What follows belongs to an exercise in optimizing a design on an open flow for small area and a short achievable clock period; a production flow would make more cautious choices. Only simulation tests tie the RTL to the original design; equivalence was not proved. No activity file was given, so power comes from the tool's default toggle rates.

## alpha
==> module core, before the edit <==
module core(input clock,
	    input reset,
	    input [31:0] IF_instruction,
	    output [31:0] pc_register,
	    output [31:0] dmem_address,
	    output [31:0] dmem_write_data,
	    output dmem_write_enable,
	    output dmem_read_enable,
	    input [31:0] dmem_read_data,
	    output wb_enable,
	    output [4:0] wb_register,
	    output [31:0] wb_data);
	integer i;
	reg [31:0] pc;
	reg        id_jr, id_beq, id_we, id_load, id_store, id_use_imm;
	reg [1:0]  id_alu;           
	reg [4:0]  id_dst;
	reg [15:0] id_imm;
	reg [31:0] id_pc;
	reg [31:0] id_rd1, id_rd2;    
	reg        ex_we, ex_load, ex_store, ex_cin;
	reg [1:0]  ex_alu;
	reg [4:0]  ex_dst;
	reg [31:0] ex_p, ex_g, ex_sd;
	reg        mem_we, mem_re, mem_dwe;
	reg [4:0]  mem_dst;
	reg [31:0] mem_res, mem_sd;
	reg        wb_en;
	reg [4:0]  wb_reg;
	reg [31:0] wb_val;
	reg [31:0] rf [1:31];
	reg [31:1] rf_valid;
	reg [31:1] rf_wen;
	wire [31:0] mem_wd = mem_re ? dmem_read_data : mem_res;
	always @(*) begin
		for (i = 1; i < 32; i = i + 1)
			rf_wen[i] = mem_we & (mem_dst == i);
	end
	always @(posedge clock) begin
		for (i = 1; i < 32; i = i + 1)
			if (rf_wen[i]) rf[i] <= mem_wd;
	end
	always @(posedge clock or posedge reset) begin
		if (reset) rf_valid <= 0;
		else rf_valid <= rf_valid | rf_wen;
	end
	wire [5:0] f_op = IF_instruction[31:26];
	wire [5:0] f_fn = IF_instruction[5:0];
	wire [4:0] f_rs = IF_instruction[25:21];
	wire [4:0] f_rt = IF_instruction[20:16];
	wire [4:0] f_rd = IF_instruction[15:11];
	wire f_rtype = (f_op == 6'h0);
	wire f_add  = f_rtype & (f_fn == 6'b100000);
	wire f_and  = f_rtype & (f_fn == 6'b100100);
	wire f_sub  = f_rtype & (f_fn == 6'b100010);
	wire f_xor  = f_rtype & (f_fn == 6'b100110);
	wire f_jr   = f_rtype & (f_fn == 6'b001000);
	wire f_addi = (f_op == 6'b001000);
	wire f_andi = (f_op == 6'b001100);
	wire f_beq  = (f_op == 6'b000100);
	wire f_lw   = (f_op == 6'b100011);
	wire f_sw   = (f_op == 6'b101011);
	wire f_itype = f_addi | f_andi | f_lw | f_sw;
	wire f_we = f_add | f_and | f_sub | f_xor | f_addi | f_andi | f_lw;
	reg [31:1] f_keep;
	reg [31:0] f_rd1, f_rd2;
	always @(*) begin
		f_rd1 = (mem_we & (mem_dst == f_rs)) ? mem_wd : 32'h0;
		f_rd2 = (mem_we & (mem_dst == f_rt)) ? mem_wd : 32'h0;
		if (f_rs == 5'd0) f_rd1 = 32'h0;
		if (f_rt == 5'd0) f_rd2 = 32'h0;
		for (i = 1; i < 32; i = i + 1) begin
			f_keep[i] = rf_valid[i] & ~rf_wen[i];
			f_rd1 = f_rd1 | (((f_rs == i) & f_keep[i]) ? rf[i] : 32'h0);
			f_rd2 = f_rd2 | (((f_rt == i) & f_keep[i]) ? rf[i] : 32'h0);
		end
	end
	always @(posedge clock or posedge reset) begin
		if (reset) begin
			id_jr <= 0;
			id_beq <= 0;
			id_we <= 0;
			id_load <= 0;
			id_store <= 0;
		end else begin
			id_jr <= f_jr;
			id_beq <= f_beq;
			id_we <= f_we;
			id_load <= f_lw;
			id_store <= f_sw;
		end
	end
	always @(posedge clock) begin
		id_use_imm <= f_itype;
		id_alu <= {f_and | f_andi | f_xor, f_sub | f_xor};
		id_dst <= f_itype ? f_rt : f_rd;
		id_imm <= IF_instruction[15:0];
		id_pc <= pc;
		id_rd1 <= f_rd1;
		id_rd2 <= f_rd2;
	end
	wire [31:0] rd1 = id_rd1;
	wire [31:0] rd2 = id_rd2;
	wire [31:0] br_target = id_pc + {{14{id_imm[15]}}, id_imm, 2'b00};
	wire taken = id_beq & (rd1 == rd2);
	always @(posedge clock or posedge reset) begin
		if (reset) pc <= 0;
		else if (id_jr) pc <= rd1;
		else if (taken) pc <= br_target;
		else pc <= pc + 32'd4;
	end
	always @(posedge clock or posedge reset) begin
		if (reset) begin
			ex_we <= 0;
			ex_load <= 0;
			ex_store <= 0;
		end else begin
			ex_we <= id_we;
			ex_load <= id_load;
			ex_store <= id_store;
		end
	end
	wire [31:0] opb = id_use_imm ? {{16{id_imm[15]}}, id_imm} : rd2;
	wire [31:0] opb_x = opb ^ {32{id_alu[0] & ~id_alu[1]}};
	always @(posedge clock) begin
		ex_alu <= id_alu;
		ex_dst <= id_dst;
		ex_cin <= id_alu[0] & ~id_alu[1];
		ex_p <= rd1 ^ opb_x;
		ex_g <= rd1 & opb_x;
		ex_sd <= rd2;
	end
	reg [31:0] kg [0:5];
	reg [31:0] kp [0:5];
	integer l;
	always @(*) begin
		kg[0] = ex_g;
		kp[0] = ex_p;
		kg[0][0] = ex_g[0] | (ex_p[0] & ex_cin);
		for (l = 0; l < 5; l = l + 1) begin
			for (i = 0; i < 32; i = i + 1) begin
				if (i >= (1 << l)) begin
					kg[l+1][i] = kg[l][i] | (kp[l][i] & kg[l][i - (1 << l)]);
					kp[l+1][i] = kp[l][i] & kp[l][i - (1 << l)];
				end else begin
					kg[l+1][i] = kg[l][i];
					kp[l+1][i] = kp[l][i];
				end
			end
		end
	end
	wire [31:0] carry = {kg[5][30:0], ex_cin};
	wire [31:0] sum = ex_p ^ carry;
	wire [31:0] res = ex_alu[1] ? (ex_alu[0] ? ex_p : ex_g) : sum;
	always @(posedge clock or posedge reset) begin
		if (reset) begin
			mem_we <= 0;
			mem_re <= 0;
			mem_dwe <= 0;
		end else begin
			mem_we <= ex_we;
			mem_re <= ex_we & ex_load;
			mem_dwe <= ex_store;
		end
	end
	always @(posedge clock) begin
		mem_dst <= ex_dst;
		mem_res <= res;
		mem_sd <= ex_sd;
	end
	assign dmem_address = mem_res;
	assign dmem_write_data = mem_sd;
	assign dmem_write_enable = mem_dwe;
	assign dmem_read_enable = mem_re;
	always @(posedge clock or posedge reset) begin
		if (reset) wb_en <= 0;
		else wb_en <= mem_we;
	end
	always @(posedge clock) begin
		wb_reg <= mem_dst;
		wb_val <= mem_wd;
	end
	assign wb_enable = wb_en;
	assign wb_register = wb_reg;
	assign wb_data = wb_val;
	assign pc_register = pc;
endmodule
export LEC_CHECK = 0
export CAP_MARGIN = 20
export CORE_MARGIN = 2
export CORE_UTILIZATION = 40
export SLEW_MARGIN = 20
create_clock -name core_clock -period 11.0 [get_ports {clock}]
standard.sh (not shown) runs the stock make flow with config.mk's settings and CLKGATE_MAP_FILE= SYNTH_SCRIPT=/design/flow/synth_recipe.tcl, a recipe that flattens the netlist after the stock synthesis.
==> flow/flow/run.sh <==
#!/bin/bash
set -euo pipefail
bash standard.sh SETUP_SLACK_MARGIN=7.5 finish > standard_flow.log 2>&1
alpha finished every stage and its layout cleared the timing, DRC and antenna checks.
Relative to alpha, the following input files were edited for beta:
--- a/flow/design.v
+++ b/flow/design.v
@@ -11,16 +11,16 @@
 	    output [4:0] wb_register,
 	    output [31:0] wb_data);
 	integer i;
 	reg [31:0] pc;
 	reg        id_jr, id_beq, id_we, id_load, id_store, id_use_imm;
 	reg [1:0]  id_alu;           
-	reg [4:0]  id_dst;
+	reg [4:0]  id_rt;
 	reg [15:0] id_imm;
 	reg [31:0] id_pc;
-	reg [31:0] id_rd1, id_rd2;    
+	reg [31:1] id_sel1, id_sel2;  
 	reg        ex_we, ex_load, ex_store, ex_cin;
 	reg [1:0]  ex_alu;
 	reg [4:0]  ex_dst;
 	reg [31:0] ex_p, ex_g, ex_sd;
 	reg        mem_we, mem_re, mem_dwe;
 	reg [4:0]  mem_dst;
@@ -28,24 +28,25 @@
 	reg        wb_en;
 	reg [4:0]  wb_reg;
 	reg [31:0] wb_val;
 	reg [31:0] rf [1:31];
 	reg [31:1] rf_valid;
 	reg [31:1] rf_wen;
+	wire [31:1] rf_valid_next = rf_valid | rf_wen;
 	wire [31:0] mem_wd = mem_re ? dmem_read_data : mem_res;
 	always @(*) begin
 		for (i = 1; i < 32; i = i + 1)
 			rf_wen[i] = mem_we & (mem_dst == i);
 	end
 	always @(posedge clock) begin
 		for (i = 1; i < 32; i = i + 1)
 			if (rf_wen[i]) rf[i] <= mem_wd;
 	end
 	always @(posedge clock or posedge reset) begin
 		if (reset) rf_valid <= 0;
-		else rf_valid <= rf_valid | rf_wen;
+		else rf_valid <= rf_valid_next;
 	end
 	wire [5:0] f_op = IF_instruction[31:26];
 	wire [5:0] f_fn = IF_instruction[5:0];
 	wire [4:0] f_rs = IF_instruction[25:21];
 	wire [4:0] f_rt = IF_instruction[20:16];
 	wire [4:0] f_rd = IF_instruction[15:11];
@@ -59,23 +60,17 @@
 	wire f_andi = (f_op == 6'b001100);
 	wire f_beq  = (f_op == 6'b000100);
 	wire f_lw   = (f_op == 6'b100011);
 	wire f_sw   = (f_op == 6'b101011);
 	wire f_itype = f_addi | f_andi | f_lw | f_sw;
 	wire f_we = f_add | f_and | f_sub | f_xor | f_addi | f_andi | f_lw;
-	reg [31:1] f_keep;
-	reg [31:0] f_rd1, f_rd2;
+	reg [31:1] f_sel1, f_sel2;
 	always @(*) begin
-		f_rd1 = (mem_we & (mem_dst == f_rs)) ? mem_wd : 32'h0;
-		f_rd2 = (mem_we & (mem_dst == f_rt)) ? mem_wd : 32'h0;
-		if (f_rs == 5'd0) f_rd1 = 32'h0;
-		if (f_rt == 5'd0) f_rd2 = 32'h0;
 		for (i = 1; i < 32; i = i + 1) begin
-			f_keep[i] = rf_valid[i] & ~rf_wen[i];
-			f_rd1 = f_rd1 | (((f_rs == i) & f_keep[i]) ? rf[i] : 32'h0);
-			f_rd2 = f_rd2 | (((f_rt == i) & f_keep[i]) ? rf[i] : 32'h0);
+			f_sel1[i] = (f_rs == i) & rf_valid_next[i];
+			f_sel2[i] = (f_rt == i) & rf_valid_next[i];
 		end
 	end
 	always @(posedge clock or posedge reset) begin
 		if (reset) begin
 			id_jr <= 0;
 			id_beq <= 0;
@@ -90,20 +85,27 @@
 			id_store <= f_sw;
 		end
 	end
 	always @(posedge clock) begin
 		id_use_imm <= f_itype;
 		id_alu <= {f_and | f_andi | f_xor, f_sub | f_xor};
-		id_dst <= f_itype ? f_rt : f_rd;
+		id_rt <= f_rt;
 		id_imm <= IF_instruction[15:0];
 		id_pc <= pc;
-		id_rd1 <= f_rd1;
-		id_rd2 <= f_rd2;
+		id_sel1 <= f_sel1;
+		id_sel2 <= f_sel2;
 	end
-	wire [31:0] rd1 = id_rd1;
-	wire [31:0] rd2 = id_rd2;
+	reg [31:0] rd1, rd2;
+	always @(*) begin
+		rd1 = 32'h0;
+		rd2 = 32'h0;
+		for (i = 1; i < 32; i = i + 1) begin
+			rd1 = rd1 | (id_sel1[i] ? rf[i] : 32'h0);
+			rd2 = rd2 | (id_sel2[i] ? rf[i] : 32'h0);
+		end
+	end
 	wire [31:0] br_target = id_pc + {{14{id_imm[15]}}, id_imm, 2'b00};
 	wire taken = id_beq & (rd1 == rd2);
 	always @(posedge clock or posedge reset) begin
 		if (reset) pc <= 0;
 		else if (id_jr) pc <= rd1;
 		else if (taken) pc <= br_target;
@@ -121,13 +123,13 @@
 		end
 	end
 	wire [31:0] opb = id_use_imm ? {{16{id_imm[15]}}, id_imm} : rd2;
 	wire [31:0] opb_x = opb ^ {32{id_alu[0] & ~id_alu[1]}};
 	always @(posedge clock) begin
 		ex_alu <= id_alu;
-		ex_dst <= id_dst;
+		ex_dst <= id_use_imm ? id_rt : id_imm[15:11];
 		ex_cin <= id_alu[0] & ~id_alu[1];
 		ex_p <= rd1 ^ opb_x;
 		ex_g <= rd1 & opb_x;
 		ex_sd <= rd2;
 	end
 	reg [31:0] kg [0:5];
[summary]
- Going from alpha to beta, worst IR drop on VDD saw a decrease; post-placement cell area has decreased.
- Power consumption (beta over alpha): increase, 280 µW
- Comparing beta and alpha, period utilization is higher on beta.
- Of beta and alpha, it is beta that has the lower area of the core.
- The run showing the greater number of nets in the layout is alpha.
- Synthesized cell count (beta over alpha): decrease, 172
- | sequential share of layout area | beta vs alpha | 0.17 points higher |
- beta against alpha: synthesized flop and latch total saw little to no change, cell area neither gained nor lost much, fraction of area in multi-input gates shows a reduction of 2.3 points.

-- afterwards: timing with drivers on the ports --
The results above use ideal ports. As a check the final layouts listed here were re-extracted and re-timed, cells and wires unchanged. Step 1, drivers: a clkbuf_16 drives clock and a buf_2 each remaining input, both assumed. Step 2 adds t to the input delays and takes it off the output delays; t is the mean of the earliest and latest rising clock arrival at the registers after step 1. Input paths then give back, and output paths get back, about the clock's delay inside the block. Three values: no drivers, after step 1, after step 2; two values: the first two.
| run | t, ns | slack for setup (ns) | hold slack, ns | worst setup path after step 2 |
|---|---|---|---|---|
| alpha | 0.867 | 7.298 / 7.298 / 6.522 | 0.320 / 0.320 / 0.320 | input to register |
| beta | 0.892 | 7.261 / 7.261 / 6.629 | 0.325 / 0.325 / 0.325 | input to register |
After both steps every run listed still meets setup and hold. The setup slack of alpha, which loses most, moves by 0.000 ns with the drivers and by -0.776 ns with both steps.
